Source: an optimization exercise on an open RTL-to-GDS flow (aim: small area, a short achievable clock period and few clock cycles). Production flows keep margins and buffers that such runs may drop.
RTL that was checked went through simulation tests only; none was proved equivalent to the original.
No functional check of the RTL was part of runs 4 to 7.
The clock port is modelled as an ideal driver; clocking choices that lean on that would not hold on a real chip.
No activity file was given, so power comes from the tool's default toggle rates.

==> flow/design.v <==
module fsm(
    input [15:0] dataIn,
    input R_I,
    input reset,
    input clk,
    output reg REG_ERROR,
    output [15:0] dataOut,
    output reg R_O
);
wire        s = dataIn[15];
wire [11:0] x = dataIn[11:0];
wire        busy = R_O | REG_ERROR;
wire        err;
cv_err u_err (.x(dataIn[14:0]), .s(s), .err(err));
wire [11:0] nm;
cv_abs u_abs (.x(x), .s(s), .nm(nm));
wire k8, k4, nk8, nk4, nk0;
cv_class u_cls (.x(x), .s(s), .k8(k8), .k4(k4), .nk8(nk8), .nk4(nk4), .nk0(nk0));
wire [11:0] t4;
genvar g;
generate
    for (g = 8; g < 12; g = g + 1) begin : c_hi
        cv_o221ai u (.a1(nk4), .a2(nm[g-4]), .b1(nk8), .b2(nm[g-8]), .c1(nm[g]), .y(t4[g]));
    end
    for (g = 4; g < 8; g = g + 1) begin : c_mid
        cv_mux2i u (.s(k4), .a0(nm[g]), .a1(nm[g-4]), .y(t4[g]));
    end
    for (g = 0; g < 4; g = g + 1) begin : c_lo
        cv_nor2 u (.a(nk0), .b(nm[g]), .y(t4[g]));
    end
endgenerate
wire f1, f2, f3;
cv_nor2b u_f1 (.a(t4[11]), .bn(t4[10]), .y(f1));
cv_nor3b u_f2 (.a(t4[11]), .b(t4[10]), .cn(t4[9]), .y(f2));
cv_nor4b u_f3 (.a(t4[11]), .b(t4[10]), .c(t4[9]), .dn(t4[8]), .y(f3));
reg        sgn, q8, q4, p1, p2, p3;
reg [11:0] r4;
always @(posedge clk) begin
    sgn <= s;
    q8  <= k8;
    q4  <= k4;
    p1  <= f1;
    p2  <= f2;
    p3  <= f3;
    r4  <= t4;
    if (reset) begin
        R_O       <= 1'b0;
        REG_ERROR <= 1'b0;
    end else begin
        R_O       <= R_I & ~busy & ~err;
        REG_ERROR <= R_I & ~busy & err;
    end
end
wire p0 = r4[11];
cv_ao22  u_m0 (.a1(p0), .a2(r4[1]), .b1(p1), .b2(r4[0]), .y(dataOut[0]));
cv_ao222 u_m1 (.a1(p0), .a2(r4[2]), .b1(p1), .b2(r4[1]), .c1(p2), .c2(r4[0]), .y(dataOut[1]));
generate
    for (g = 2; g < 10; g = g + 1) begin : o_m
        cv_ao2222 u (.a1(p0), .a2(r4[g+1]), .b1(p1), .b2(r4[g]), .c1(p2), .c2(r4[g-1]),
                     .d1(p3), .d2(r4[g-2]), .y(dataOut[g]));
    end
endgenerate
cv_exp2 u_exp (.q8(q8), .q4(q4), .p0(p0), .p1(p1), .p2(p2), .p3(p3), .e(dataOut[14:10]));
assign dataOut[15] = sgn;
endmodule
module cv_exp2 (input q8, q4, p0, p1, p2, p3, output [4:0] e);
    wire k0 = ~q8 & ~q4;
    wire p012 = p0 | p1 | p2;
    assign e[0] = p1 | p3;
    assign e[1] = p0 | p3;
    assign e[2] = q4 ? p012 : p3;
    assign e[3] = (k0 & p012) | (q8 & p3);
    assign e[4] = p012 | (p3 & ~q8);
endmodule
module cv_ao22 (input a1, a2, b1, b2, output y);
    assign y = (a1 & a2) | (b1 & b2);
endmodule
module cv_ao222 (input a1, a2, b1, b2, c1, c2, output y);
    wire u, v;
    cv_aoi22 ua (.a1(a1), .a2(a2), .b1(b1), .b2(b2), .y(u));
    cv_nand2 ub (.a(c1), .b(c2), .y(v));
    cv_nand2 uc (.a(u), .b(v), .y(y));
endmodule
module cv_ao2222 (input a1, a2, b1, b2, c1, c2, d1, d2, output y);
    wire u, v;
    cv_aoi22 ua (.a1(a1), .a2(a2), .b1(b1), .b2(b2), .y(u));
    cv_aoi22 ub (.a1(c1), .a2(c2), .b1(d1), .b2(d2), .y(v));
    cv_nand2 uc (.a(u), .b(v), .y(y));
endmodule
module cv_aoi22 (input a1, a2, b1, b2, output y);
    assign y = ~((a1 & a2) | (b1 & b2));
endmodule
module cv_nor2b (input a, bn, output y);
    assign y = ~a & bn;
endmodule
module cv_nor3b (input a, b, cn, output y);
    assign y = ~a & ~b & cn;
endmodule
module cv_nor4b (input a, b, c, dn, output y);
    assign y = ~a & ~b & ~c & dn;
endmodule
module cv_err (input [14:0] x, input s, output err);
    assign err = s ? ~&x[14:11] : (|x[14:12] | (x[11] & |x[10:0]));
endmodule
module cv_abs (input [11:0] x, input s, output [11:0] nm);
    wire [11:0] lo;
    assign lo[0] = 1'b0;
    genvar i;
    generate
        for (i = 1; i < 12; i = i + 1) begin : p
            assign lo[i] = |x[i-1:0];
        end
    endgenerate
    assign nm = ~(x ^ ({12{s}} & lo));
endmodule
module cv_class (input [11:0] x, input s, output k8, k4, nk8, nk4, nk0);
    wire lt16  = s ? (&x[10:4] & |x[3:0]) : ~|x[11:4];
    wire lt256 = s ? (&x[10:8] & |x[7:0]) : ~|x[11:8];
    assign k8  = lt16;
    assign nk8 = ~lt16;
    assign k4  = lt256 & ~lt16;
    assign nk4 = ~(lt256 & ~lt16);
    assign nk0 = lt256;
endmodule
module cv_exp (input q8, q4, q2, n11, n10, output [4:0] e);
    wire [3:0] lz = {q8, q4, q2, n11};
    wire nz = ~(n11 & n10);
    assign e = nz ? (5'd26 - {1'b0, lz}) : 5'd0;
endmodule
module cv_o221ai (input a1, a2, b1, b2, c1, output y);
    assign y = ~((a1 | a2) & (b1 | b2) & c1);
endmodule
module cv_mux2i (input s, a0, a1, output y);
    assign y = ~(s ? a1 : a0);
endmodule
module cv_nor2 (input a, b, output y);
    assign y = ~(a | b);
endmodule
module cv_nand2 (input a, b, output y);
    assign y = ~(a & b);
endmodule
module cv_inv (input a, output y);
    assign y = ~a;
endmodule
==> flow/flow/run.sh <==
#!/bin/bash
# ORFS layout as in standard.sh (the standard flow's own layout), with two changes:
#  - synthesis is synth_recipe.tcl, except that ABC maps with the script in
#    flow/map.abc (plain mapping, no sizing: the resizer sizes the cells
#    later) and, if MY_ABC_AVOID is set, without the slow many-input cells it
#    names; registers are mapped as in synth_recipe.tcl and keep their names;
#  - plain buf_1 cells as the port buffers (the resizer upsizes them where
#    timing needs it).
# Settings are in flow/params.sh; the ORFS output goes to standard_flow.log
# and the per-step logs under orfs/logs.
set -euo pipefail
W=$PWD
source "$W/flow/params.sh"
export MY_ABC_D MY_ABC_SCRIPT
# cells whose names match MY_ABC_AVOID (a regular expression) are kept out of ABC's library
MY_ABC_DONTUSE=""
if [[ -n "${MY_ABC_AVOID:-}" ]]; then
  MY_ABC_DONTUSE=$(grep -oE '^\s*cell *\( *"?sky130_fd_sc_hd__[a-z0-9_]+' "$FLOW_HOME/platforms/sky130hd/lib/sky130_fd_sc_hd__tt_025C_1v80.lib" \
    | grep -oE 'sky130_fd_sc_hd__[a-z0-9_]+' | grep -E "sky130_fd_sc_hd__($MY_ABC_AVOID)" | tr '\n' ' ')
fi
export MY_ABC_DONTUSE
# clock tree options, if set, replace ORFS's defaults for clock_tree_synthesis
if [[ -n "${MY_CTS_ARGS:-}" ]]; then export CTS_ARGS="$MY_CTS_ARGS"; fi
# extra ORFS variables (NAME=value words), e.g. repair options
for kv in ${MY_ENV:-}; do export "$kv"; done
export BUFFER_PORTS_ARGS="-buffer_cell sky130_fd_sc_hd__buf_1"
sed "s#SYNTH_SCRIPT=[^ ]*#SYNTH_SCRIPT=$W/flow/my_synth.tcl#" standard.sh > my_standard.sh
bash my_standard.sh finish > standard_flow.log 2>&1
==> flow/flow/map.abc <==
strash
dch
map -a
topo
stime -c
==> flow/flow/my_synth.tcl <==
# synth_recipe.tcl with the abc call's script replaced (MY_ABC_SCRIPT), its
# delay target dropped or set (MY_ABC_D) and cells kept out (MY_ABC_DONTUSE).
proc abc {args} {
  set out {}
  for {set i 0} {$i < [llength $args]} {incr i} {
    set a [lindex $args $i]
    if {$a eq "-script"} {
      incr i
      if {$::env(MY_ABC_SCRIPT) ne ""} { lappend out -script $::env(MY_ABC_SCRIPT) }
      continue
    }
    if {$a eq "-D"} { incr i; continue }
    lappend out $a
  }
  if {$::env(MY_ABC_D) ne ""} { lappend out -D $::env(MY_ABC_D) }
  # extra cells ABC may not map to (slow many-input cells)
  if {[info exists ::env(MY_ABC_DONTUSE)]} {
    foreach pat $::env(MY_ABC_DONTUSE) {
      lappend out -dont_use $pat
    }
  }
  puts "my abc: $out"
  yosys abc {*}$out
}
source [file join [file dirname [file normalize [info script]]] .. synth_recipe.tcl]
==> flow/flow/params.sh <==
MY_ABC_D=""
MY_ABC_SCRIPT="$W/flow/map.abc"
MY_ABC_AVOID="or4|and4|or3|and3|nor4|nand4|o41|a41|o311|a311|o2111|a2111|mux4|xor3|xnor3|maj3|fa_|ha_"
MY_CTS_ARGS=""
MY_ENV=""
==> flow/standard.sh <==
#!/bin/bash
# synth_recipe.tcl (not shown) runs the flow's synth.tcl, then flattens the netlist and writes it again
# the make line also repeats each setting of config.mk as NAME=value (left out here)
make -C /OpenROAD-flow-scripts/flow DESIGN_CONFIG=/design/flow/config.mk WORK_HOME=/design/flow/orfs CLKGATE_MAP_FILE= SYNTH_SCRIPT=/design/flow/synth_recipe.tcl "${@:-finish}"
==> flow/config.mk <==
export PLATFORM = sky130hd
export DESIGN_NAME = fsm
export DESIGN_NICKNAME = fsm
export VERILOG_FILES = /design/flow/design.v
export SDC_FILE = /design/flow/constraint.sdc
export NUM_CORES = 4
export LEC_CHECK = 0
export CAP_MARGIN = 20
export CORE_AREA = 2 2 62 62
export DIE_AREA = 0 0 64 64
export SETUP_SLACK_MARGIN = 2.6
export SLEW_MARGIN = 20
export SYNTH_HIERARCHICAL = 1
export SYNTH_MINIMUM_KEEP_SIZE = 0
==> flow/constraint.sdc <==
create_clock -name core_clock -period 5.0 [get_ports {clk}]
set_input_delay 1.0000 -clock core_clock [delete_from_list [all_inputs] [get_ports {clk}]]
set_output_delay 1.0000 -clock core_clock [all_outputs]
set_load 0.01 [all_outputs]
==> results of run 1 <==
==> what timing repair did <==
| action | 4_1_cts | 5_1_grt |
|---|---|---|
| pin swaps | 0 | 1 |
| cloned | 0 | 0 |
| setup endpoints to repair | 12 | 11 |
| gates resized for setup | 9 | 10 |
==> registers in the layout (all words and copies together) (netlist names) <==
signal and flops:
r4 12, REG_ERROR 1, R_O 1, p1 1
p2 1, p3 1, q4 1, q8 1
sgn 1
==> per-layer routing <==
layer	GRT usage (%)	vias up	wire, µm	share of wire [%]
li1	-	609	-	-
met1	17.2	488	1310	50
met2	18.4	41	1140	43
met3	1.41	4	134	5.1
met4	5.71	0	40	1.5
met5	0	-	0	0
==> stage by stage <==
stage / hold slack [ns] / instance area [µm²] / util (%) / instances
2_1_floorplan: 0.554 / 1120 / - / 151
6_report: 0.529 / 1420 / 41.8 / 236
4_1_cts: 0.542 / 1370 / 40.4 / 236
3_5_place_dp: 0.527 / 1310 / 38.6 / 232
3_3_place_gp: 0.513 / 1310 / 38.6 / 232
5_1_grt: 0.602 / 1420 / 41.8 / 236
==> power groups by stage <==
stage               clock (mW)  combinational [mW]  sequential [mW]
floorplan                    0              0.0732            0.194
global placement             0               0.109            0.200
detailed placement           0               0.110            0.200
CTS                     0.0921               0.112            0.196
global route             0.101               0.130            0.199
finish                  0.0917               0.117            0.197
==> modules after synthesis, one instance, submodules excluded, a selection <==
module / times used / flops+latches / cells
fsm: 1 / 20 / 25
cv_nor2: 4 / 0 / 1
cv_nor3b: 1 / 0 / 1
cv_exp2: 1 / 0 / 9
cv_nor4b: 1 / 0 / 3
cv_aoi22: 17 / 0 / 1
cv_nand2: 10 / 0 / 1
cv_abs: 1 / 0 / 35
cv_mux2i: 4 / 0 / 1
cv_ao22: 1 / 0 / 1
cv_class: 1 / 0 / 22
cv_err: 1 / 0 / 14
==> final timing paths <==
path	from	cells past startpoint	slack (ns)	end
hold reg to reg	R_O	3	0.53	R_O
hold / removal	R_O	3	0.53	R_O
setup / recovery	dataIn[10]	10	2.68	p3
setup reg to reg	REG_ERROR	3	4.30	REG_ERROR
==> cell type report <==
class / count / area share [%]
clock buffer: 4 / 2.56
inverter: 13 / 3.53
multi-input combinational: 117 / 51.5
sequential: 20 / 28.5
tap: 46 / 4.06
timing repair buffer: 36 / 9.80
==> critical path: cells and delay by family <==
kind / cells / cell delay (ns)
buffers and inverters: 2 / 0.36
AND/OR/NAND/NOR: 6 / 0.81
AO/OA/AOI/OAI: 2 / 0.34
==> logic make-up (layout without fill, tap and decap cells) <==
group | after synthesis | in the layout | synth area share, %
buf+inv | 14 | 53 | 5.03
compound gates | 35 | 35 | 21.9
simple gates | 67 | 67 | 25.1
flops | 20 | 20 | 35.8
mux | 4 | 4 | 3.58
xor+xnor | 11 | 11 | 8.61
==> placed cells by master (no fill, tap or decap), drive strengths merged <==
| cell type | synthesis | final |
|---|---|---|
| a21oi | 3 | 3 |
| a22o | 1 | 1 |
| a22oi | 17 | 17 |
| a31oi | 1 | 1 |
| buf | 1 | 36 |
| clkbuf | 0 | 4 |
| clkinv | 13 | 12 |
| dfxtp | 20 | 20 |
| inv | 0 | 1 |
| mux2i | 4 | 4 |
| nand2 | 27 | 27 |
| nand3 | 5 | 5 |
| nor2 | 23 | 23 |
| nor3 | 8 | 8 |
| nor3b | 2 | 2 |
| o21ai | 6 | 6 |
| o221ai | 4 | 4 |
| o22ai | 1 | 1 |
| o31ai | 2 | 2 |
| or2 | 2 | 2 |
| xnor2 | 4 | 4 |
| xor2 | 7 | 7 |
==> impl_metrics.json, run 1 <==
{
  "number_of_antenna_cells_inserted": 0,
  "pwr_density_cell_mw_per_mm2": 286,
  "crit_path_max_incr_delay_ns": 0.22,
  "ff_latch_area_um2": 404,
  "hold_buffers": 0,
  "max_clock_freq_mhz": 431,
  "first_global_vias": 936,
  "preCtsSetupSlack_ns": 1.98,
  "synth.most_common_cell": "nand2_1",
  "critPathSlowestCell": "buf_1",
  "number_of_buffers_added_for_setup_after_cts": 0,
  "hpwlAfterDp_um": 2020,
  "floorplan.io_pins": 37,
  "grt_setup_unrepaired": "true",
  "fin_nets": 210,
  "gp_congestion": 0.819,
  "grt_pass1_wl_um": 4060,
  "post_synth_num_cell_types": 20,
  "detail_route.drc_violations": 0,
  "switchingPower_mw": 0.137,
  "arrival_time_of_the_worst_setup_path_ns": 2.51,
  "total_power_mw": 0.405,
  "outcome": "complete, no violations",
  "core_area_mm2": 0.00339,
  "synth-warning-count": 7,
  "drt_first_iter_violations": 39,
  "power.share.clock_pct": 22.6,
  "cp_cell_sequence": "buf_1 -> nand3_1 -> nor3_1 -> nand2_1 -> o22ai_2 -> clkinv_2 -> nand2_2 -> o221ai_1 -> nand2_1 -> nor3_1",
  "clock_slew_at_reported_path_ffs_ns": 0.11,
  "fin_worst_skew_ns": 0.0000467,
  "sequentialPowerShare_pct": 48.6,
  "die_w_um": 64,
  "synth_top_flop_cell": "dfxtp_1",
  "timing.slew.headroom_pct": 74.6,
  "post_syn_area_mm2": 0.00112,
  "synth_edf_count": 0,
  "synth_fp_nets": 170,
  "report.final.slew_viol_count": 0,
  "detail_route.wl_per_cell_um": 11.1,
  "startpoint_type_of_the_worst_setup_path": "input port",
  "mapped_cells": 151,
  "finalHoldViolCount": 0,
  "final_setup_violation_count": 0,
  "critical_path_class": "in2reg",
  "tritoncts.num_buffers": 3,
  "drtAntennaViolNets": 0,
  "timing.hold.worst.class": "reg2reg",
  "post-route-period-util_pct": 46.4,
  "maximum_vdd_drop_v": 0.0000755,
  "synth_area_leaders": "dfxtp_1 (36%), a22oi_1 (11%), nand2_1 (9.1%), nor2_1 (7.7%), xor2_1 (5.5%)",
  "multi_input_comb_area_um2": 731,
  "initial_utilization_pct": 33.0,
  "synth-seq-area-share_pct": 35.8,
  "crit_path_max_fanout": 5,
  "final_layout_size_suffix_gt1_share_pct": 13.2,
  "die-height_um": 64,
  "clock_tree_from_tritoncts": "built",
  "p_int_mw": 0.269,
  "synth_common_cells": "nand2_1 (27), nor2_1 (23), dfxtp_1 (20)",
  "postSynthRegisterBits": 20,
  "min_period_ns": 2.32,
  "detailroute.via_count": 1142,
  "clkLatencyLatePin_ns": 0.30,
  "worstMarginPinSlew_ns": 0.379,
  "yosysTopAreaCellShare_pct": 35.8,
  "timing.setup.tns_ns": 0,
  "drt_wl_total_um": 2620,
  "area_growth_syn_to_layout_pct": 26.7,
  "vias_per_cell": 4.84,
  "leak_pwr_nw": 0.515,
  "track_usage_pct": 12.2,
  "ys_async_sr_fraction_pct": 0,
  "power.switching_fraction_pct": 33.7,
  "power.combinational.fraction_pct": 28.8,
  "grt_max_degree": 14,
  "synthDominantAreaCellType": "dfxtp_1",
  "synthesis.area_per_instance_um2": 7.41,
  "rows": 21,
  "globalRoute.totalOverflow": 0,
  "worst_setup_slack_after_layout_ns": 2.68,
  "cts.sink_count": 20,
  "design.die.area_mm2": 0.00410,
  "drv_cap": 0,
  "input_output_buffers": 36,
  "cp-end-kind": "register",
  "antenna_found_initial": 0,
  "filler_cell_count": 362,
  "dr.pass1.iters": 4,
  "timing.critical_path.required_ns": 5.19
}
Testbench counts, summed over its fixed seeds: cycles 24,000.
==> run 2, diff against run 1 <==
==> flow/flow/map.abc (replaced) <==
&get -n
&st
&dch
&nf
&put
topo
stime -c
--- a/flow/flow/params.sh
+++ b/flow/flow/params.sh
@@ -4,2 +4,2 @@
 MY_CTS_ARGS=""
-MY_ENV=""
+MY_ENV="RECOVER_POWER=100"
==> run 2 against run 1 <==
- wire length is 1.8% lower
- total power is 9.3% lower
- sequential cell count is the same
- sequential share of layout area grew 0.49 points
- first-iteration DRC count grew 18%
- final cell count down 1.7%
- critical path depth decreased by 4
- critical path type unchanged
- highest routed layer unchanged
==> impl_metrics.json, run 2 <==
{
  "critical_path.reg2reg.endpoint": "R_O",
  "cts.sink_count": 20,
  "clock_slew_at_reported_path_ffs_ns": 0.09,
  "layout_commonest_cell": "buf_1",
  "critical_path_class": "in2reg",
  "track_usage_pct": 12.9,
  "synth-warning-count": 7,
  "gp_congestion": 0.768,
  "largest-register": "r4",
  "switchingPower_mw": 0.121,
  "timing.hold.worst.class": "reg2reg",
  "dp.cells": 229,
  "clock_tree_from_tritoncts": "built",
  "timing.setup.tns_ns": 0,
  "cp_cell_sequence": "clkbuf_1 -> o21ai_0 -> xor2_1 -> o221ai_1 -> nor3_1 -> and2_0",
  "multi_input_comb_area_um2": 747,
  "arrival_time_of_the_worst_setup_path_ns": 2.75,
  "drtAntennaViolNets": 0,
  "core_area_mm2": 0.00339,
  "critPathSlowestCell": "clkbuf_1",
  "timing.slew.headroom_pct": 43.9,
  "synth_common_cells": "nand2_1 (23), nor2_1 (23), dfxtp_1 (20)",
  "max_clock_freq_mhz": 398,
  "r2r_setup_slack_ns": 4.21,
  "flip_flop_count_of_the_largest_register_after_layout": 12,
  "synth_fp_nets": 167,
  "pwr_density_cell_mw_per_mm2": 265,
  "detailroute.via_count": 1156,
  "hold_buffers": 0,
  "min_path_cells": 2,
  "sequentialPowerShare_pct": 52.9,
  "final_layout_size_suffix_gt1_share_pct": 5.38,
  "input_output_buffers": 36,
  "worstMarginPinSlew_ns": 0.842,
  "startpoint_type_of_the_worst_setup_path": "input port",
  "first_global_vias": 1010,
  "fin_nets": 207,
  "post_syn_area_mm2": 0.00115,
  "maximum_vdd_drop_v": 0.0000648,
  "min_period_ns": 2.51,
  "final_setup_violation_count": 0,
  "p_int_mw": 0.246,
  "drt_first_iter_violations": 46,
  "rows": 21,
  "most-common-layout-cells": "buf_1 (33), nor2_1 (23), nand2_1 (22), dfxtp_1 (19), a22oi_1 (17)",
  "die_w_um": 64,
  "postSynthRegisterBits": 20,
  "crit_path_max_fanout": 21,
  "grt_setup_unrepaired": "true",
  "timing.reg2reg.worst_path_depth": 2,
  "synthesis.area_per_instance_um2": 7.80,
  "layoutNonFillerInstCount": 232,
  "die-height_um": 64,
  "mapped_cells": 148,
  "globalRoute.totalOverflow": 0,
  "grt_pass1_wl_um": 4310,
  "detail_route.wl_per_cell_um": 11.1,
  "synth_top_flop_cell": "dfxtp_1",
  "power.share.clock_pct": 18.7,
  "hold-worst-slack_ns": 0.555,
  "vias_per_cell": 4.98,
  "post_synth_num_cell_types": 24,
  "synth_area_leaders": "dfxtp_1 (35%), a22oi_1 (11%), xor2_1 (7.6%), nand2_1 (7.5%), nor2_1 (7.5%)",
  "drv_cap": 0,
  "hpwlAfterDp_um": 2030,
  "outcome": "complete, no violations",
  "initial_utilization_pct": 34.1,
  "drt_wl_total_um": 2570,
  "crit_path_max_incr_delay_ns": 0.61,
  "ys_async_sr_fraction_pct": 0,
  "area_growth_syn_to_layout_pct": 19.9,
  "finalHoldViolCount": 0,
  "power.switching_fraction_pct": 33.0,
  "power.combinational.fraction_pct": 28.4,
  "hold_path.startpoint": "REG_ERROR",
  "grt_max_degree": 22,
  "yosysTopAreaCellShare_pct": 34.7,
  "antenna_found_initial": 0,
  "fin_worst_skew_ns": 0.0000423,
  "clkLatencyLatePin_ns": 0.29,
  "filler_cell_count": 357,
  "number_of_antenna_cells_inserted": 0,
  "detail_route.drc_violations": 0,
  "post-route-period-util_pct": 50.3,
  "leak_pwr_nw": 0.493,
  "tritoncts.num_buffers": 3,
  "dr.pass1.iters": 4,
  "synthDominantAreaCellType": "dfxtp_1",
  "report.final.slew_viol_count": 0,
  "cp-end-kind": "register",
  "design.die.area_mm2": 0.00410,
  "floorplan.io_pins": 37,
  "synth-seq-area-share_pct": 34.7,
  "ff_latch_area_um2": 402,
  "synth_edf_count": 0,
  "timing.critical_path.required_ns": 5.24,
  "worstReg2RegStart": "REG_ERROR",
  "min_to": "REG_ERROR"
}
[run 2: cell types whose count changed in the layout (fill, tap and decap cells not counted), moves of 3 or more]
| cell | delta |
|---|---|
| o221ai_1 | +3 |
| nand2_1 | -4 |
| xor2_1 | +3 |
| or2_0 | +5 |
| clkinv_1 | -6 |
| buf_2 | -3 |
[run 2: power by group through the flow]
stage | logic, mW | registers, mW | clock network (mW)
after floorplan | 0.0670 | 0.193 | 0
after global placement | 0.103 | 0.198 | 0
after detailed placement | 0.103 | 0.198 | 0
after CTS | 0.104 | 0.194 | 0.0708
after global routing | 0.118 | 0.197 | 0.0772
final | 0.105 | 0.194 | 0.0686
[run 2: repair_timing]
item | CTS | global route
setup buffers | 0 | 0
setup endpoints to repair | 2 | 5
pin swaps | 0 | 2
gates resized for setup | 2 | 11
[run 2: how the worst max path moves through the flow]
stage / slack (ns) / cells after the start / endpoint / start
finish: 2.49 / 6 / p3 / dataIn[15]
global route: 2.22 / 6 / p3 / dataIn[15]
CTS: 2.60 / 3 / dataOut[13] / p1
detailed placement: 2.22 / 6 / p3 / dataIn[15]
global placement: 2.26 / 6 / p3 / dataIn[15]
floorplan: 2.76 / 7 / p3 / dataIn[10]
[run 2: cells by family after synthesis]
group	share of synthesized area (%)
and+or+nand+nor	25.7
AOI/OAI and AO/OA	25.6
DFF	34.7
xor gates and xnor gates	8.34
buffers and inverters	2.28
muxes	3.47
[run 2: metal layers]
| metal | track usage [%] | up-vias | part of all wire [%] |
|---|---|---|---|
| li1 | - | 613 | - |
| met1 | 17.7 | 508 | 48 |
| met2 | 20.1 | 32 | 46 |
| met3 | 0.704 | 3 | 4.3 |
| met4 | 7.34 | 0 | 1.3 |
| met5 | 0 | - | 0 |
[run 2: final cells by class]
cell class / instances / share of cell area [%]
clock buffers: 3 / 1.63
inverters: 5 / 1.36
multi-input cells: 122 / 53.9
flip-flops and latches: 20 / 29.0
well taps: 46 / 4.16
repair buffers: 36 / 9.94
[run 2: critical path, delay by kind of cell]
family	cells	cell delay, ns
AOI/OAI and AO/OA	2	0.48
buffers and inverters	1	0.61
and+or+nand+nor	2	0.35
xor gates and xnor gates	1	0.31
[run 2: through the flow]
step                setup slack (ns)  area, µm²  total power [mW]  utilization (%)
finish                          2.49       1390             0.368             40.9
CTS                             2.60       1370             0.369             40.3
global placement                2.26       1340             0.301             39.5
global route                    2.22       1390             0.393             40.9
detailed placement              2.22       1340             0.301             39.5
floorplan                       2.76       1150             0.260                -
[run 2: per-module statistics from Yosys, one instance, submodules excluded, excerpt]
module	cell area, µm²	times used	cells inside	flops+latches
cv_class	119	1	23	0
fsm	434	1	25	20
cv_ao22	8.76	1	1	0
cv_aoi22	7.51	17	1	0
cv_abs	206	1	33	0
cv_nor4b	11.3	1	2	0
cv_exp2	46.3	1	9	0
cv_mux2i	10.0	4	1	0
cv_nor2	3.75	4	1	0
cv_nor2b	6.26	1	1	0
==> run 3, diff against run 2 <==
--- a/flow/flow/params.sh
+++ b/flow/flow/params.sh
@@ -4,2 +4,2 @@
 MY_CTS_ARGS=""
-MY_ENV="RECOVER_POWER=100"
+MY_ENV="SETUP_MOVE_SEQUENCE=unbuffer,sizeup,swap SKIP_GATE_CLONING=1"
==> run 3 against run 2 <==
- sequential share of layout area down 0.16 points
- total power increased by 0.66%
- critical path depth is 3 lower
- clock power grew 0.6%
- die area unchanged
==> impl_metrics.json, run 3 <==
{
  "outcome": "complete, no violations",
  "arrival_time_of_the_worst_setup_path_ns": 1.33,
  "post_synth_num_cell_types": 24,
  "utilization_pct": 41.3,
  "largest-register": "r4",
  "timing.slew.headroom_pct": 76.4,
  "globalRoute.totalOverflow": 0,
  "design.die.area_mm2": 0.00410,
  "crit_path_max_fanout": 10,
  "max_clock_freq_mhz": 430,
  "hold_path.startpoint": "REG_ERROR",
  "min_period_ns": 2.33,
  "final_layout_size_suffix_gt1_share_pct": 8.06,
  "track_usage_pct": 12.9,
  "critical_path.reg2reg.endpoint": "R_O",
  "cp-end-kind": "primary output",
  "pwr_density_cell_mw_per_mm2": 264,
  "min_to": "REG_ERROR",
  "dr.pass1.iters": 4,
  "die-height_um": 64,
  "detail_route.drc_violations": 0,
  "grt_setup_unrepaired": "true",
  "grt_pass1_wl_um": 4310,
  "number_of_antenna_cells_inserted": 0,
  "maximum_vdd_drop_v": 0.0000648,
  "layout_commonest_cell": "buf_1",
  "floorplan.io_pins": 37,
  "clkLatencyLatePin_ns": 0.29,
  "area_growth_syn_to_layout_pct": 21.3,
  "startpoint_type_of_the_worst_setup_path": "register",
  "synthesis.area_per_instance_um2": 7.80,
  "tritoncts.num_buffers": 3,
  "input_output_buffers": 36,
  "drtAntennaViolNets": 0,
  "finalHoldViolCount": 0,
  "postSynthRegisterBits": 20,
  "worstReg2RegStart": "REG_ERROR",
  "synth_edf_count": 0,
  "final_setup_violation_count": 0,
  "antenna_found_initial": 0,
  "report.final.slew_viol_count": 0,
  "grt_max_degree": 22,
  "synthDominantAreaCellType": "dfxtp_1",
  "fin_nets": 207,
  "r2r_setup_slack_ns": 4.21,
  "hold_buffers": 0,
  "drt_first_iter_violations": 37,
  "drt_wl_total_um": 2570,
  "post-route-period-util_pct": 46.5,
  "clock_tree_from_tritoncts": "built",
  "vias_per_cell": 4.99,
  "clock_slew_at_reported_path_ffs_ns": 0.09,
  "synth_fp_nets": 167,
  "rows": 21,
  "core_area_mm2": 0.00339,
  "hpwlAfterDp_um": 2030,
  "gp_congestion": 0.768,
  "most-common-layout-cells": "buf_1 (33), nor2_1 (23), nand2_1 (22), dfxtp_1 (17), a22oi_1 (17)",
  "timing.reg2reg.worst_path_depth": 2,
  "timing.setup.tns_ns": 0,
  "first_global_vias": 1010,
  "die_w_um": 64,
  "detail_route.wl_per_cell_um": 11.1,
  "initial_utilization_pct": 34.1,
  "worstMarginPinSlew_ns": 0.353,
  "ys_async_sr_fraction_pct": 0,
  "detailroute.via_count": 1157,
  "drv_cap": 0,
  "post_syn_area_mm2": 0.00115,
  "synth_area_leaders": "dfxtp_1 (35%), a22oi_1 (11%), xor2_1 (7.6%), nand2_1 (7.5%), nor2_1 (7.5%)",
  "critical_path_class": "reg2out",
  "flip_flop_count_of_the_largest_register_after_layout": 12,
  "leak_pwr_nw": 0.498,
  "timing.hold.worst.class": "reg2reg",
  "synth-seq-area-share_pct": 34.7,
  "min_path_cells": 2,
  "fin_worst_skew_ns": 0.0000432,
  "synth_common_cells": "nand2_1 (23), nor2_1 (23), dfxtp_1 (20)",
  "timing.critical_path.required_ns": 4.00,
  "synth_top_flop_cell": "dfxtp_1",
  "mapped_cells": 148,
  "number_of_buffers_added_for_setup_after_cts": 0,
  "yosysTopAreaCellShare_pct": 34.7,
  "cts.sink_count": 20,
  "synth-warning-count": 7,
  "hold-worst-slack_ns": 0.555
}
[run 3: cell types whose count changed in the layout (fill, tap and decap cells not counted), sizes merged]
cell,delta
buf,+1
clkbuf,-1
[run 3: layout make-up]
type	count	area, µm²
multi-input cells	122	759
flip-flops and latches	20	404
well taps	46	57.6
inverters	5	18.8
fillers	352	1990
clock buffers	3	22.5
repair buffers	36	139
[run 3: routing by layer]
| metal | track usage [%] | wire length (µm) | vias to the layer above |
|---|---|---|---|
| met4 | 7.34 | 34 | 0 |
| met2 | 20.1 | 1180 | 32 |
| met1 | 17.7 | 1240 | 509 |
| met3 | 0.704 | 113 | 3 |
| met5 | 0 | 0 | - |
| li1 | - | - | 613 |
[run 3: cell families (layout without fill, tap and decap cells)]
family	count (synthesis)	in the layout	share of synthesized area (%)
XOR/XNOR	11	11	8.34
flip-flops	20	20	34.7
AND/OR/NAND/NOR	67	67	25.7
AO/OA/AOI/OAI	40	40	25.6
multiplexers	4	4	3.47
buffers and inverters	6	44	2.28
[run 3: report_power, final]
part           internal, mW  leakage [nW]  total (mW)  switching [mW]
clock network        0.0281        0.0138      0.0690          0.0410
registers             0.175         0.168       0.195          0.0195
logic                0.0440         0.317       0.106          0.0622
total                 0.247         0.498       0.370           0.123
[run 3: per-stage QoR]
step	power [mW]	std cells	setup WS [ns]	cell area, µm²
final	0.370	232	2.67	1400
after CTS	0.369	232	2.60	1370
after detailed placement	0.301	229	2.22	1340
after floorplan	0.260	148	2.76	1150
after global routing	0.395	232	2.57	1400
after global placement	0.301	229	2.26	1340
[run 3: how the worst max path moves through the flow]
| stage | start | end | cells after the start |
|---|---|---|---|
| after floorplan | dataIn[10] | p3 | 7 |
| after CTS | p1 | dataOut[13] | 3 |
| after global placement | dataIn[15] | p3 | 6 |
| after global routing | dataIn[1] | p3 | 8 |
| final | p2 | dataOut[13] | 3 |
| after detailed placement | dataIn[15] | p3 | 6 |
[run 3: worst max-delay path, stage by stage (launching register included)]
cell and delay, ns:
dfxtp_1 0.52, nor3_1 0.13, o31ai_1 0.21, buf_1 0.18
[run 3: per-module statistics from Yosys (local to each module, per instance), a selection]
module    cells  flops+latches  times used
cv_aoi22      1              0          17
cv_class     23              0           1
fsm          25             20           1
cv_nor2b      1              0           1
cv_nand2      1              0          10
cv_abs       33              0           1
[run 3: timing repair]
item	4_1_cts	5_1_grt
resized for setup	2	11
pin swaps	0	2
setup endpoints to repair	2	5
==> run 4, diff against run 3 <==
--- a/flow/design.v
+++ b/flow/design.v
@@ -16,4 +16,6 @@
 cv_abs u_abs (.x(x), .s(s), .nm(nm));
-wire k8, k4, nk8, nk4, nk0;
-cv_class u_cls (.x(x), .s(s), .k8(k8), .k4(k4), .nk8(nk8), .nk4(nk4), .nk0(nk0));
+wire l4, l8, nl4, nl8, k4;
+cv_lt #(.J(4)) u_l4 (.x(x), .s(s), .lt(l4), .nlt(nl4));
+cv_lt #(.J(8)) u_l8 (.x(x), .s(s), .lt(l8), .nlt(nl8));
+cv_and2 u_k4 (.a(l8), .b(nl4), .y(k4));
 wire [11:0] t4;
@@ -22,3 +24,3 @@
     for (g = 8; g < 12; g = g + 1) begin : c_hi
-        cv_o221ai u (.a1(nk4), .a2(nm[g-4]), .b1(nk8), .b2(nm[g-8]), .c1(nm[g]), .y(t4[g]));
+        cv_o221ai u (.a1(nl8), .a2(nm[g-4]), .b1(nl4), .b2(nm[g-8]), .c1(nm[g]), .y(t4[g]));
     end
@@ -28,3 +30,3 @@
     for (g = 0; g < 4; g = g + 1) begin : c_lo
-        cv_nor2 u (.a(nk0), .b(nm[g]), .y(t4[g]));
+        cv_nor2 u (.a(l8), .b(nm[g]), .y(t4[g]));
     end
@@ -39,3 +41,3 @@
     sgn <= s;
-    q8  <= k8;
+    q8  <= l4;
     q4  <= k4;
@@ -62,13 +64,11 @@
 endgenerate
-cv_exp2 u_exp (.q8(q8), .q4(q4), .p0(p0), .p1(p1), .p2(p2), .p3(p3), .e(dataOut[14:10]));
+cv_exp3 u_exp (.q8(q8), .q4(q4), .p0(p0), .p1(p1), .p2(p2), .p3(p3), .e(dataOut[14:10]));
 assign dataOut[15] = sgn;
 endmodule
-module cv_exp2 (input q8, q4, p0, p1, p2, p3, output [4:0] e);
-    wire k0 = ~q8 & ~q4;
-    wire p012 = p0 | p1 | p2;
+module cv_exp3 (input q8, q4, p0, p1, p2, p3, output [4:0] e);
     assign e[0] = p1 | p3;
     assign e[1] = p0 | p3;
-    assign e[2] = q4 ? p012 : p3;
-    assign e[3] = (k0 & p012) | (q8 & p3);
-    assign e[4] = p012 | (p3 & ~q8);
+    assign e[2] = p3 ^ q4;
+    assign e[3] = p3 ? q8 : ~(q4 | q8);
+    assign e[4] = (p0 | p1 | p2 | p3) & ~(p3 & q8);
 endmodule
@@ -115,15 +115,9 @@
 endmodule
-module cv_class (input [11:0] x, input s, output k8, k4, nk8, nk4, nk0);
-    wire lt16  = s ? (&x[10:4] & |x[3:0]) : ~|x[11:4];
-    wire lt256 = s ? (&x[10:8] & |x[7:0]) : ~|x[11:8];
-    assign k8  = lt16;
-    assign nk8 = ~lt16;
-    assign k4  = lt256 & ~lt16;
-    assign nk4 = ~(lt256 & ~lt16);
-    assign nk0 = lt256;
+module cv_lt #(parameter J = 4) (input [11:0] x, input s, output lt, nlt);
+    wire l = s ? (&x[10:J] & |x[J-1:0]) : ~|x[11:J];
+    assign lt  = l;
+    assign nlt = ~l;
 endmodule
-module cv_exp (input q8, q4, q2, n11, n10, output [4:0] e);
-    wire [3:0] lz = {q8, q4, q2, n11};
-    wire nz = ~(n11 & n10);
-    assign e = nz ? (5'd26 - {1'b0, lz}) : 5'd0;
+module cv_and2 (input a, b, output y);
+    assign y = a & b;
 endmodule
@@ -141,4 +135 @@
 endmodule
-module cv_inv (input a, output y);
-    assign y = ~a;
-endmodule
--- a/flow/flow/run.sh
+++ b/flow/flow/run.sh
@@ -23,4 +23,2 @@
 if [[ -n "${MY_CTS_ARGS:-}" ]]; then export CTS_ARGS="$MY_CTS_ARGS"; fi
-# extra ORFS variables (NAME=value words), e.g. repair options
-for kv in ${MY_ENV:-}; do export "$kv"; done
 export BUFFER_PORTS_ARGS="-buffer_cell sky130_fd_sc_hd__buf_1"
--- a/flow/flow/params.sh
+++ b/flow/flow/params.sh
@@ -4,2 +4 @@
 MY_CTS_ARGS=""
-MY_ENV="SETUP_MOVE_SEQUENCE=unbuffer,sizeup,swap SKIP_GATE_CLONING=1"
--- a/flow/config.mk
+++ b/flow/config.mk
@@ -10,3 +10,3 @@
 export DIE_AREA = 0 0 64 64
-export SETUP_SLACK_MARGIN = 2.6
+export SETUP_SLACK_MARGIN = 2.8
 export SLEW_MARGIN = 20
==> run 4 against run 3 <==
- still clean
- sequential power about the same
- register-to-register slack about the same
- combinational power up 32%
- global-route usage up 2.5 points
- maximum frequency up 1.4%
- utilization up 8.6 points
- critical path type unchanged
==> impl_metrics.json, run 4 <==
{
  "timing.critical_path.required_ns": 4.00,
  "cp-end-kind": "primary output",
  "synth_edf_count": 0,
  "initial_utilization_pct": 34.6,
  "fin_worst_skew_ns": 0.0000120,
  "worstMarginPinSlew_ns": 0.403,
  "min_period_ns": 2.29,
  "final_setup_violation_count": 0,
  "hold_buffers": 0,
  "hold_path.startpoint": "REG_ERROR",
  "drtAntennaViolNets": 0,
  "synthDominantAreaCellType": "dfxtp_1",
  "routed_met2_length_um": 1670,
  "clock_slew_at_reported_path_ffs_ns": 0.11,
  "synth-seq-area-share_pct": 34.2,
  "crit_path_max_fanout": 3,
  "fin_nets": 214,
  "critical_path_class": "reg2out",
  "floorplan.io_pins": 37,
  "arrival_time_of_the_worst_setup_path_ns": 1.29,
  "grt_pass1_wl_um": 5120,
  "flip_flop_count_of_the_largest_register_after_layout": 12,
  "post-route-period-util_pct": 45.9,
  "first_global_vias": 1131,
  "globalRoute.totalOverflow": 0,
  "final_layout_size_suffix_gt1_share_pct": 34.5,
  "antenna_found_initial": 0,
  "highest_metal_layer_with_signal_wires": "met4",
  "tritoncts.num_buffers": 3,
  "drt_first_iter_violations": 27,
  "die-height_um": 64,
  "cts.sink_count": 20,
  "timing.slew.headroom_pct": 73.2,
  "drt_wl_total_um": 3300,
  "detail_route.wirelength.met1_um": 1410,
  "synth.most_common_cell": "nor2_1",
  "met3_wirelength_um": 181,
  "maximum_vdd_drop_v": 0.0000996,
  "drv_cap": 0,
  "most-common-layout-cells": "nor2_1 (20), nand2_1 (17), dfxtp_1 (16), buf_1 (15), clkbuf_2 (14)",
  "synthesis.area_per_instance_um2": 7.98,
  "number_of_antenna_cells_inserted": 0,
  "timing.hold.worst.class": "reg2reg",
  "timing.reg2reg.worst_path_depth": 2,
  "startpoint_type_of_the_worst_setup_path": "register",
  "report.final.slew_viol_count": 0,
  "yosysTopAreaCellShare_pct": 34.2,
  "pwr_density_cell_mw_per_mm2": 276,
  "detail_route.drc_violations": 0,
  "vias_per_cell": 5.19,
  "synth_fp_nets": 166,
  "detail_route.wl_per_cell_um": 13.8,
  "core_area_mm2": 0.00339,
  "synth_area_leaders": "dfxtp_1 (34%), a22oi_1 (12%), xor2_1 (8.2%), nor2_1 (7.0%), nand2_1 (6.1%)",
  "layout_commonest_cell": "nor2_1",
  "postSynthRegisterBits": 20,
  "critPathTopFamily": "flip-flops",
  "outcome": "complete, no violations",
  "rows": 21,
  "dr.pass1.iters": 4,
  "track_usage_pct": 15.5,
  "timing.setup.tns_ns": 0,
  "input_output_buffers": 36,
  "ys_async_sr_fraction_pct": 0,
  "post_syn_area_mm2": 0.00117,
  "grt_max_degree": 20,
  "r2r_setup_slack_ns": 4.20,
  "critical_path.reg2reg.endpoint": "REG_ERROR",
  "max_clock_freq_mhz": 436,
  "worstReg2RegStart": "REG_ERROR",
  "crit_path_max_incr_delay_ns": 0.37,
  "finalHoldViolCount": 0,
  "layoutNonFillerInstCount": 240,
  "min_path_cells": 2,
  "critPathSlowestCell": "dfxtp_4",
  "clock_tree_from_tritoncts": "built",
  "post_synth_num_cell_types": 24,
  "synth_common_cells": "nor2_1 (22), dfxtp_1 (20), nand2_1 (19)",
  "synth-warning-count": 7,
  "die_w_um": 64,
  "clkLatencyLatePin_ns": 0.30,
  "gp_congestion": 0.861,
  "min_to": "REG_ERROR",
  "leak_pwr_nw": 0.646,
  "design.die.area_mm2": 0.00410,
  "mapped_cells": 147,
  "synth_top_flop_cell": "dfxtp_1",
  "cp_cell_sequence": "or2_4 -> o31a_1 -> buf_2",
  "area_growth_syn_to_layout_pct": 44.4,
  "dp.cells": 228,
  "timing.critical_path.buf_inv": 1,
  "detailroute.via_count": 1245,
  "hpwlAfterDp_um": 2270,
  "grt_setup_unrepaired": "true",
  "largest-register": "r4"
}
[run 4: worst reg2reg max path: cells and delay by family (launching register included)]
| family | cells | cell delay (ns) |
|---|---|---|
| and+or+nand+nor | 2 | 0.40 |
| DFF | 1 | 0.32 |
[run 4: how the worst max path moves through the flow]
stage               from          end  slack [ns]  depth (start not counted)
6_report              p1  dataOut[14]        2.71                          3
5_1_grt               p1  dataOut[14]        2.65                          3
4_1_cts               p1  dataOut[14]        2.71                          3
3_5_place_dp   dataIn[4]           p3        2.26                          8
3_3_place_gp   dataIn[4]           p3        2.36                          8
2_1_floorplan  dataIn[5]           p3        2.80                          7
[run 4: repair_timing]
item / in CTS / in global routing
hold endpoints to repair: 0 / 0
setup endpoints to repair: 23 / 21
setup buffers: 4 / 4
pin swaps: 4 / 9
gates resized for setup: 23 / 48
[run 4: metal layers]
layer,vias to the layer above,global-route usage (%)
li1,630,-
met1,566,18.5
met2,45,27.6
met3,4,2.11
met4,0,5.98
met5,-,0
[run 4: modules after synthesis, one instance, submodules excluded, a selection]
module / cells inside / cell area [µm²] / copies in the design / flops+latches
cv_nor3b: 1 / 7.51 / 1 / 0
cv_abs: 33 / 206 / 1 / 0
cv_nand2: 1 / 3.75 / 10 / 0
cv_o221ai: 1 / 8.76 / 4 / 0
cv_mux2i: 1 / 10.0 / 4 / 0
cv_aoi22: 1 / 7.51 / 17 / 0
cv_ao22: 1 / 8.76 / 1 / 0
cv_nor2b: 1 / 6.26 / 1 / 0
cv_nor4b: 2 / 11.3 / 1 / 0
cv_nor2: 1 / 3.75 / 4 / 0
fsm: 25 / 434 / 1 / 20
cv_err: 14 / 60.1 / 1 / 0
[run 4: power by group]
| part | leakage, nW | internal, mW | switching, mW |
|---|---|---|---|
| Sequential | 0.169 | 0.175 | 0.0213 |
| Combinational | 0.450 | 0.0649 | 0.0752 |
| Clock | 0.0279 | 0.0811 | 0.0492 |
[run 4: final cells by class]
type	instances	area [µm²]
sequential	20	410
fill	338	1700
tap	46	57.6
inverter	3	11.3
multi-input combinational	123	916
timing repair buffer	44	245
clock inverter	1	30.0
clock buffer	3	22.5
[run 4: logic make-up after synthesis]
logic type      count (synthesis)  synth area share (%)
compound gates                 38                  23.8
xor+xnor                       12                  8.96
buf+inv                         4                  1.60
flops                          20                  34.2
mux                             6                  5.23
simple gates                   67                  26.3
[run 4: through the flow]
step	worst slack, ns	hold WS, ns	power, mW	instance area, µm²	utilization (%)
finish	2.71	0.552	0.467	1690	49.9
global route	2.65	0.581	0.491	1690	49.9
CTS	2.71	0.554	0.441	1520	44.8
detailed placement	2.26	0.537	0.303	1360	40.2
global placement	2.36	0.524	0.301	1360	40.2
floorplan	2.80	0.589	0.260	1180	-
==> run 5, diff against run 4 <==
--- a/flow/config.mk
+++ b/flow/config.mk
@@ -10,3 +10,3 @@
 export DIE_AREA = 0 0 64 64
-export SETUP_SLACK_MARGIN = 2.8
+export SETUP_SLACK_MARGIN = 2.6
 export SLEW_MARGIN = 20
==> run 5 against run 4 <==
- global-route usage shrank 1.5 points
- final cell count fell by 2.9%
- largest cell class unchanged
- cell area fell by 14%
==> impl_metrics.json, run 5 <==
{
  "grt_max_degree": 20,
  "floorplan.io_pins": 37,
  "maximum_vdd_drop_v": 0.0000848,
  "crit_path_max_incr_delay_ns": 0.40,
  "synth.most_common_cell": "nor2_1",
  "largest-register": "r4",
  "number_of_antenna_cells_inserted": 0,
  "arrival_time_of_the_worst_setup_path_ns": 1.33,
  "place_area_mm2": 0.00136,
  "timing.reg2reg.worst_path_depth": 2,
  "post_synth_num_cell_types": 24,
  "ff_latch_area_um2": 403,
  "final_layout_size_suffix_gt1_share_pct": 12.3,
  "detail_route.wl_per_cell_um": 12.3,
  "critical_path.reg2reg.endpoint": "REG_ERROR",
  "yosysTopAreaCellShare_pct": 34.2,
  "synth-seq-area-share_pct": 34.2,
  "synthesis.area_per_instance_um2": 7.98,
  "min_to": "REG_ERROR",
  "rows": 21,
  "layout_commonest_cell": "buf_1",
  "drt_wl_total_um": 2870,
  "clock_slew_at_reported_path_ffs_ns": 0.10,
  "finish.instance_area_mm2": 0.00146,
  "leak_pwr_nw": 0.520,
  "cp-end-kind": "primary output",
  "clkLatencyLatePin_ns": 0.29,
  "fin_worst_skew_ns": 0.0000134,
  "critPathTopFamily": "flip-flops",
  "preCtsSetupSlack_ns": 2.15,
  "tritoncts.num_buffers": 3,
  "input_output_buffers": 36,
  "worst_setup_slack_after_layout_ns": 2.67,
  "final_setup_violation_count": 0,
  "detail_route.drc_violations": 0,
  "flip_flop_count_of_the_largest_register_after_layout": 12,
  "min_path_cells": 2,
  "grt_setup_unrepaired": "true",
  "worstReg2RegStart": "REG_ERROR",
  "critical_path_class": "reg2out",
  "max_clock_freq_mhz": 429,
  "hpwlAfterDp_um": 2270,
  "critPathSlowestCell": "dfxtp_2",
  "timing.critical_path.required_ns": 4.00,
  "die-height_um": 64,
  "pwr_density_cell_mw_per_mm2": 259,
  "timing.hold.worst.class": "reg2reg",
  "crit_path_max_fanout": 13,
  "first_global_vias": 1066,
  "most-common-layout-cells": "buf_1 (31), nor2_1 (22), dfxtp_1 (18), nand2_1 (18), a22oi_1 (17)",
  "worst_setup_path_startpoint": "p3",
  "timing.slew.headroom_pct": 75.1,
  "mapped_cells": 147,
  "r2r_setup_slack_ns": 4.22,
  "synth_area_leaders": "dfxtp_1 (34%), a22oi_1 (12%), xor2_1 (8.2%), nor2_1 (7.0%), nand2_1 (6.1%)",
  "postSynthRegisterBits": 20,
  "design.die.area_mm2": 0.00410,
  "filler_cell_count": 358,
  "synth_top_flop_cell": "dfxtp_1",
  "track_usage_pct": 13.9,
  "cp_num_cells": 3,
  "dr.pass1.iters": 5,
  "report.final.slew_viol_count": 0,
  "hold-worst-slack_ns": 0.548,
  "synth-warning-count": 7,
  "multi_input_comb_area_um2": 808,
  "post_syn_area_mm2": 0.00117,
  "globalRoute.totalOverflow": 0,
  "initial_utilization_pct": 34.6,
  "min_period_ns": 2.33,
  "core_area_mm2": 0.00339,
  "clock_tree_from_tritoncts": "built",
  "cp_cell_sequence": "or2_0 -> o31a_1 -> buf_1",
  "antenna_found_initial": 0,
  "grt_pass1_wl_um": 4670,
  "die_w_um": 64,
  "synthDominantAreaCellType": "dfxtp_1",
  "synth_edf_count": 0,
  "worstMarginPinSlew_ns": 0.367,
  "drv_cap": 0,
  "startpoint_type_of_the_worst_setup_path": "register",
  "drtAntennaViolNets": 0,
  "hold_path.startpoint": "REG_ERROR",
  "drt_first_iter_violations": 60,
  "finalHoldViolCount": 0,
  "vias_per_cell": 5.22,
  "cts.sink_count": 20,
  "area_growth_syn_to_layout_pct": 24.4,
  "detailroute.via_count": 1216,
  "timing.setup.tns_ns": 0,
  "fin_nets": 208,
  "synth_common_cells": "nor2_1 (22), dfxtp_1 (20), nand2_1 (19)",
  "gp_congestion": 0.845,
  "ys_async_sr_fraction_pct": 0,
  "outcome": "complete, no violations",
  "utilization_pct": 43.0,
  "timing.critical_path.buf_inv": 1,
  "synth_fp_nets": 166,
  "post-route-period-util_pct": 46.6
}
run 5: cell counts after synthesis:
No cell type changed its count.
run 5: per-module statistics from Yosys (local to each module, per instance), excerpt:
module	flip-flops and latches	cells
cv_exp3	0	7
cv_nor4b	0	2
cv_mux2i	0	1
cv_nor3b	0	1
cv_abs	0	33
cv_and2	0	1
cv_aoi22	0	1
cv_err	0	14
fsm	20	25
cv_nor2b	0	1
run 5: worst min-delay path: cells and delay by family, from the launching register on:
kind | cells | cell delay, ns
DFF | 1 | 0.34
and+or+nand+nor | 2 | 0.17
run 5: what timing repair did:
item | CTS | global route
buffers inserted | 0 | 2
endpoints found under the setup margin | 8 | 8
pin swaps | 0 | 3
gates cloned | 0 | 0
gates resized for setup | 5 | 15
hold buffers | 0 | 0
hold endpoints to repair | 0 | 0
run 5: final cells by class:
type,instances,area share (%)
clock buffer,3,1.54
inverter,3,0.772
multi-input combinational,123,55.4
sequential,20,27.6
tap,46,3.95
timing repair buffer,38,10.7
run 5: worst max path at each step:
| stage | endpoint | slack (ns) |
|---|---|---|
| 6_report | dataOut[14] | 2.67 |
| 5_1_grt | p3 | 2.56 |
| 4_1_cts | r4[6] | 2.64 |
| 3_5_place_dp | p3 | 2.15 |
| 3_3_place_gp | p3 | 2.25 |
| 2_1_floorplan | p3 | 2.73 |
run 5: layer usage:
layer / track usage, % / up-vias / share of wire, %
met4: 4.08 / 0 / 1.5
li1: - / 618 / -
met2: 25.4 / 47 / 49
met3: 1.06 / 4 / 5.5
met1: 17.4 / 547 / 44
met5: 0 / - / 0
run 5: kinds of logic (layout without fill, tap and decap cells):
family,count (synthesis),in the layout,share of synthesized area [%]
mux,6,6,5.23
compound gates,38,38,23.8
flops,20,20,34.2
buf+inv,4,44,1.60
xor+xnor,12,12,8.96
simple gates,67,67,26.3
run 5: power breakdown:
| group | internal, mW | switching, mW |
|---|---|---|
| clock | 0.0280 | 0.0427 |
| sequential | 0.175 | 0.0190 |
| combinational | 0.0474 | 0.0660 |
| total | 0.250 | 0.128 |
run 5: through the flow:
stage	total power [mW]	instances
after CTS	0.372	231
after global routing	0.403	233
final	0.378	233
after floorplan	0.259	147
after detailed placement	0.303	228
after global placement	0.300	228
==> run 6, diff against run 5 <==
==> flow/flow/params.sh (replaced) <==
MY_ABC_D=""
MY_ABC_SCRIPT="$W/flow/map.abc"
MY_ABC_AVOID="or4|and4|or3|and3|nor4|nand4|o41|a41|o311|a311|o2111|a2111|o32a|a32o|o221a|a221o|o22a|a22o|or2|and2|mux2_|mux4|o31a|a31o|o21a|a21o|o21ba|a21bo|o211a|a211o|xor3|xnor3|maj3|fa_|ha_"
MY_CTS_ARGS=""
--- a/flow/config.mk
+++ b/flow/config.mk
@@ -10,3 +10,3 @@
 export DIE_AREA = 0 0 64 64
-export SETUP_SLACK_MARGIN = 2.6
+export SETUP_SLACK_MARGIN = 2.8
 export SLEW_MARGIN = 20
==> run 6 against run 5 <==
- die area unchanged
- sequential share of layout area decreased by 6.1 points
- hold slack improved by 0.0084 ns
- count of clock-buffer cells in the layout increased by 1
- first-iteration DRC count increased by 48%
- synthesized cell count increased by 42%
- critical endpoint is now dataOut[7]
- global-route usage increased by 1.8 points
- sequential cell count unchanged
- synthesized area increased by 18%
- highest routed layer unchanged
- final cell count increased by 33%
- setup slack improved by 0.11 ns
==> impl_metrics.json, run 6 <==
{
  "timing.critical_path.required_ns": 4.00,
  "layoutNonFillerInstCount": 310,
  "startpoint_type_of_the_worst_setup_path": "register",
  "die_w_um": 64,
  "report.final.slew_viol_count": 0,
  "leak_pwr_nw": 0.853,
  "power.switching_fraction_pct": 33.7,
  "drt_first_iter_violations": 89,
  "drv_cap": 0,
  "filler_cell_count": 342,
  "synth.most_common_cell": "nand2_1",
  "maximum_vdd_drop_v": 0.0000836,
  "tritoncts.num_buffers": 3,
  "drtAntennaViolNets": 0,
  "worstMarginPinSlew_ns": 0.419,
  "mapped_cells": 209,
  "worst_setup_slack_after_layout_ns": 2.78,
  "synth_edf_count": 0,
  "yosysTopAreaCellShare_pct": 28.9,
  "postSynthRegisterBits": 20,
  "synthDominantAreaCellType": "dfxtp_1",
  "met3_wirelength_um": 139,
  "most-common-layout-cells": "nand2_1 (39), clkinv_1 (35), nor2_1 (34)",
  "synth_area_leaders": "dfxtp_1 (29%), a2bb2oi_1 (12%), nand2_1 (11%), clkinv_1 (11%), nor2_1 (9.5%)",
  "fin_worst_skew_ns": 0.0000107,
  "gp_congestion": 0.851,
  "input_output_buffers": 36,
  "timing.critical_path.buf_inv": 3,
  "detailroute.via_count": 1454,
  "routed_met2_length_um": 1680,
  "arrival_time_of_the_worst_setup_path_ns": 1.22,
  "crit_path_max_incr_delay_ns": 0.36,
  "finalHoldViolCount": 0,
  "synth_common_cells": "nand2_1 (41), clkinv_1 (40), nor2_1 (35)",
  "grt_max_degree": 20,
  "cts.sink_count": 20,
  "synth-seq-area-share_pct": 28.9,
  "clock_tree_from_tritoncts": "built",
  "cp-end-kind": "primary output",
  "hold_buffers": 0,
  "timing.setup.tns_ns": 0,
  "detail_route.drc_violations": 0,
  "critical_path_class": "reg2out",
  "power.share.clock_pct": 19.5,
  "layout_commonest_cell": "nand2_1",
  "p_int_mw": 0.308,
  "detail_route.wl_per_cell_um": 11.3,
  "power.combinational.fraction_pct": 37.8,
  "timing.hold.worst.class": "reg2reg",
  "critPathSlowestCell": "dfxtp_4",
  "hpwlAfterDp_um": 2250,
  "grt_setup_unrepaired": "true",
  "floorplan.io_pins": 37,
  "max_clock_freq_mhz": 451,
  "synth-warning-count": 7,
  "clkLatencyLatePin_ns": 0.30,
  "initial_utilization_pct": 40.9,
  "final_setup_violation_count": 0,
  "synth_fp_nets": 228,
  "highest_metal_layer_with_signal_wires": "met4",
  "area_growth_syn_to_layout_pct": 40.7,
  "drt_wl_total_um": 3520,
  "vias_per_cell": 4.69,
  "dr.pass1.iters": 5,
  "largest-register": "r4",
  "post_syn_area_mm2": 0.00139,
  "switchingPower_mw": 0.157,
  "die-height_um": 64,
  "design.die.area_mm2": 0.00410,
  "outcome": "complete, no violations",
  "first_global_vias": 1183,
  "number_of_antenna_cells_inserted": 0,
  "pwr_density_cell_mw_per_mm2": 238,
  "globalRoute.totalOverflow": 0,
  "total_power_mw": 0.465,
  "preCtsSetupSlack_ns": 2.36,
  "critPathTopFamily": "flip-flops",
  "crit_path_max_fanout": 6,
  "synth_top_flop_cell": "dfxtp_1",
  "post_synth_num_cell_types": 16,
  "flip_flop_count_of_the_largest_register_after_layout": 12,
  "timing.slew.headroom_pct": 72.1,
  "clock_slew_at_reported_path_ffs_ns": 0.11,
  "min_period_ns": 2.22,
  "antenna_found_initial": 0,
  "synthesis.area_per_instance_um2": 6.64,
  "cp_cell_sequence": "buf_6 -> clkinv_1 -> a2bb2oi_1 -> nand2_1 -> buf_2",
  "rows": 21,
  "ys_async_sr_fraction_pct": 0,
  "post-route-period-util_pct": 44.3,
  "core_area_mm2": 0.00339,
  "hold-worst-slack_ns": 0.556,
  "detail_route.wirelength.met1_um": 1650,
  "final_layout_size_suffix_gt1_share_pct": 30.3,
  "dp.cells": 290,
  "sequentialPowerShare_pct": 42.7,
  "track_usage_pct": 15.8,
  "fin_nets": 284,
  "grt_pass1_wl_um": 5180
}
## run 6: area by class of cell
| cell class | instances | area, µm² | area share, % |
|---|---|---|---|
| clock buffers | 4 | 36.3 | 1.86 |
| inverters | 40 | 150 | 7.69 |
| multi-input cells | 148 | 972 | 49.8 |
| flip-flops and latches | 20 | 419 | 21.5 |
| well taps | 46 | 57.6 | 2.95 |
| repair buffers | 52 | 317 | 16.2 |
## run 6: tightest hold or removal path: cells and delay by family, from the launching register on
| family | cells | cell delay (ns) |
|---|---|---|
| flip-flops | 1 | 0.34 |
| AND/OR/NAND/NOR | 2 | 0.18 |
## run 6: through the flow
stage	cell area, µm²	util [%]
finish	1950	57.6
global route	1950	57.6
CTS	1670	49.4
detailed placement	1590	47.0
global placement	1590	47.0
floorplan	1410	-
## run 6: routing by layer
| metal | up-vias | global-route usage, % |
|---|---|---|
| li1 | 775 | - |
| met1 | 627 | 21.3 |
| met2 | 47 | 25.9 |
| met3 | 5 | 1.06 |
| met4 | 0 | 6.52 |
| met5 | - | 0 |
## run 6: Yosys stat by module, one instance, submodules excluded, a selection
module | copies in the design | area, µm² | flip-flops and latches | cells
fsm | 1 | 434 | 20 | 25
cv_abs | 1 | 223 | 0 | 37
cv_err | 1 | 65.1 | 0 | 12
cv_exp3 | 1 | 55.1 | 0 | 11
cv_aoi22 | 17 | 16.3 | 0 | 3
cv_o221ai | 4 | 15.0 | 0 | 4
cv_ao22 | 1 | 11.3 | 0 | 3
cv_nor4b | 1 | 11.3 | 0 | 2
cv_mux2i | 4 | 10.0 | 0 | 1
cv_and2 | 1 | 7.51 | 0 | 2
cv_nor3b | 1 | 7.51 | 0 | 1
cv_nor2b | 1 | 6.26 | 0 | 1
cv_nand2 | 10 | 3.75 | 0 | 1
cv_nor2 | 4 | 3.75 | 0 | 1
## run 6: power by group through the flow
stage / clock (mW) / combinational (mW) / sequential, mW
5_1_grt: 0.101 / 0.193 / 0.202
4_1_cts: 0.0909 / 0.132 / 0.197
3_5_place_dp: 0 / 0.128 / 0.201
6_report: 0.0908 / 0.175 / 0.198
3_3_place_gp: 0 / 0.126 / 0.201
2_1_floorplan: 0 / 0.0887 / 0.195
## run 6: worst paths after layout
path,startpoint,end,slack (ns),cells after the start
setup / recovery,r4[11],dataOut[7],2.78,5
hold / removal,REG_ERROR,REG_ERROR,0.56,2
setup reg to reg,REG_ERROR,REG_ERROR,4.19,2
hold reg to reg,REG_ERROR,REG_ERROR,0.56,2
## run 6: cells by family after synthesis
logic type	after synthesis	synth area share [%]
and+or+nand+nor	111	36.0
buffers and inverters	41	11.4
AOI/OAI and AO/OA	20	12.6
DFF	20	28.9
xor gates and xnor gates	12	7.57
muxes	5	3.61
## run 6: repair_timing
action,in CTS,in global routing
resized for setup,9,75
buffers inserted,4,12
endpoints found under the setup margin,22,19
pin swaps,0,6
==> run 7, diff against run 6 <==
--- a/flow/config.mk
+++ b/flow/config.mk
@@ -10,3 +10,3 @@
 export DIE_AREA = 0 0 64 64
-export SETUP_SLACK_MARGIN = 2.8
+export SETUP_SLACK_MARGIN = 2.6
 export SLEW_MARGIN = 20
==> run 7 against run 6 <==
- total power shrank 12%
- critical path depth up 6
- cell area fell by 15%
- setup slack worse by 0.059 ns
- synthesized cell count is the same
- sequential power about the same
- hold slack got worse by 0.0076 ns
- non-clock buffer count shrank 14
- utilization is 8.6 points lower
==> impl_metrics.json, run 7 <==
{
  "detail_route.drc_violations": 0,
  "number_of_antenna_cells_inserted": 0,
  "clock_slew_at_reported_path_ffs_ns": 0.10,
  "synth_common_cells": "nand2_1 (41), clkinv_1 (40), nor2_1 (35)",
  "layoutNonFillerInstCount": 296,
  "detail_route.wl_per_cell_um": 9.13,
  "critical_path_class": "in2reg",
  "worstMarginPinSlew_ns": 0.412,
  "hold-worst-slack_ns": 0.549,
  "rows": 21,
  "input_output_buffers": 36,
  "finish.instance_area_mm2": 0.00166,
  "synth.most_common_cell": "nand2_1",
  "drt_first_iter_violations": 43,
  "synthDominantAreaCellType": "dfxtp_1",
  "post_syn_area_mm2": 0.00139,
  "flip_flop_count_of_the_largest_register_after_layout": 12,
  "total_power_mw": 0.410,
  "vias_per_cell": 4.44,
  "synth_top_flop_cell": "dfxtp_1",
  "clkLatencyLatePin_ns": 0.28,
  "cts.sink_count": 20,
  "grt_pass1_wl_um": 4710,
  "timing.critical_path.required_ns": 5.21,
  "layout_commonest_cell": "nand2_1",
  "first_global_vias": 1087,
  "preCtsSetupSlack_ns": 2.25,
  "crit_path_max_fanout": 6,
  "worst_setup_slack_after_layout_ns": 2.72,
  "grt_setup_unrepaired": "true",
  "synth_edf_count": 0,
  "globalRoute.totalOverflow": 0,
  "die-height_um": 64,
  "fin_nets": 270,
  "detailroute.via_count": 1314,
  "leak_pwr_nw": 0.676,
  "maximum_vdd_drop_v": 0.0000708,
  "place_area_mm2": 0.00158,
  "min_period_ns": 2.28,
  "pwr_density_cell_mw_per_mm2": 247,
  "cp-end-kind": "register",
  "final_layout_size_suffix_gt1_share_pct": 7.20,
  "highest_metal_layer_with_signal_wires": "met4",
  "timing.setup.tns_ns": 0,
  "max_clock_freq_mhz": 439,
  "track_usage_pct": 13.8,
  "mapped_cells": 209,
  "gp_congestion": 0.803,
  "largest-register": "r4",
  "grt_max_degree": 20,
  "fin_worst_skew_ns": 0.0000345,
  "dr.pass1.iters": 4,
  "design.die.area_mm2": 0.00410,
  "most-common-layout-cells": "nand2_1 (41), clkinv_1 (40), nor2_1 (34), buf_1 (31), a2bb2oi_1 (18)",
  "timing.slew.headroom_pct": 72.5,
  "utilization_pct": 48.9,
  "synth-warning-count": 7,
  "die_w_um": 64,
  "routed_met2_length_um": 1220,
  "post-route-period-util_pct": 45.5,
  "drtAntennaViolNets": 0,
  "postSynthRegisterBits": 20,
  "dp.cells": 290,
  "antenna_found_initial": 0,
  "outcome": "complete, no violations",
  "finalHoldViolCount": 0,
  "synth_area_leaders": "dfxtp_1 (29%), a2bb2oi_1 (12%), nand2_1 (11%), clkinv_1 (11%), nor2_1 (9.5%)",
  "drv_cap": 0,
  "startpoint_type_of_the_worst_setup_path": "input port",
  "met3_wirelength_um": 91,
  "yosysTopAreaCellShare_pct": 28.9,
  "arrival_time_of_the_worst_setup_path_ns": 2.48,
  "clock_tree_from_tritoncts": "built",
  "timing.hold.worst.class": "reg2reg",
  "synth-seq-area-share_pct": 28.9,
  "detail_route.wirelength.met1_um": 1390,
  "final_setup_violation_count": 0,
  "ys_async_sr_fraction_pct": 0,
  "tritoncts.num_buffers": 3,
  "core_area_mm2": 0.00339,
  "synth_fp_nets": 228,
  "synthesis.area_per_instance_um2": 6.64,
  "initial_utilization_pct": 40.9,
  "post_synth_num_cell_types": 16,
  "drt_wl_total_um": 2700,
  "area_growth_syn_to_layout_pct": 19.6,
  "report.final.slew_viol_count": 0,
  "floorplan.io_pins": 37,
  "hpwlAfterDp_um": 2180
}
-- run 7: changes by cell type in the layout (fill, tap and decap cells not counted), sizes merged --
cell and delta:
clkinv +5, clkbuf -8, inv -5, buf -6
-- run 7: worst max-delay path, stage by stage --
cell      delay (ns)
clkbuf_2        0.13
nor2_2          0.16
nor3b_4         0.23
buf_4           0.16
nand3b_1        0.06
nand2_1         0.08
xor2_1          0.19
nor2_1          0.07
nor2_1          0.11
nand2_1         0.11
nor3b_1         0.18
-- run 7: timing repair --
action,4_1_cts,5_1_grt
buffers inserted,0,2
pin swaps,0,1
setup endpoints to repair,11,19
resized for setup,2,10
hold buffers,0,0
-- run 7: area by class of cell --
class	count	area [µm²]
inverters	40	150
multi-input cells	148	855
well taps	46	57.6
fillers	382	1730
repair buffers	38	156
clock buffers	4	36.3
flip-flops and latches	20	404
-- run 7: per-layer routing --
layer	vias to the layer above	global-route usage (%)
met5	-	0
met4	0	4.08
met3	2	0.528
met2	28	23.0
met1	542	19.3
li1	742	-
-- run 7: path summary, 6_finish.rpt --
| kind | from | to | slack, ns | cells past startpoint |
|---|---|---|---|---|
| min reg2reg | REG_ERROR | REG_ERROR | 0.55 | 2 |
| min | REG_ERROR | REG_ERROR | 0.55 | 2 |
| max | dataIn[0] | p2 | 2.72 | 11 |
| max reg2reg | REG_ERROR | REG_ERROR | 4.22 | 2 |
-- run 7: power by group --
part	total (mW)	internal [mW]	switching, mW
Clock	0.0867	0.0443	0.0424
Combinational	0.127	0.0581	0.0685
Sequential	0.197	0.175	0.0214
Total	0.410	0.278	0.132
-- run 7: per-module statistics from Yosys, one instance, submodules excluded, excerpt --
module	flip-flops and latches	times used	cell area, µm²
cv_o221ai	0	4	15.0
cv_exp3	0	1	55.1
cv_abs	0	1	223
cv_aoi22	0	17	16.3
cv_nor3b	0	1	7.51
cv_nor2	0	4	3.75
-- run 7: logic make-up (layout without fill, tap and decap cells) --
group / Yosys count / in the layout / share of synthesized area, %
mux: 5 / 5 / 3.61
compound gates: 20 / 20 / 12.6
simple gates: 111 / 111 / 36.0
buf+inv: 41 / 82 / 11.4
xor+xnor: 12 / 12 / 7.57
flops: 20 / 20 / 28.9

## separate check: timing with driven ports
Ports are ideal in the flow. The routed layouts listed here were re-timed in OpenROAD. Step 1, drivers: a clkbuf_16 drives clk and a buf_2 each remaining input, both assumed. Step 2 times the ports against the registers' clock, not the clock port: input delays grow and output delays shrink by t, the midpoint of the rising clock arrivals with the driver on. a / b / c = no drivers / after step 1 / after step 2; a / b = the first two.
run	t (ns)	setup slack, ns
run 1	0.315	2.681 / 2.665 / 2.362
run 2	0.309	2.487 / 2.481 / 2.171
run 3	0.311	2.674 / 2.655 / 2.478
run 4	0.325	2.706 / 2.682 / 2.451
run 5	0.307	2.670 / 2.652 / 2.444
run 6	0.320	2.783 / 2.761 / 2.507
run 7	0.302	2.724 / 2.724 / 2.422
After both steps setup and hold are still met in every run listed.
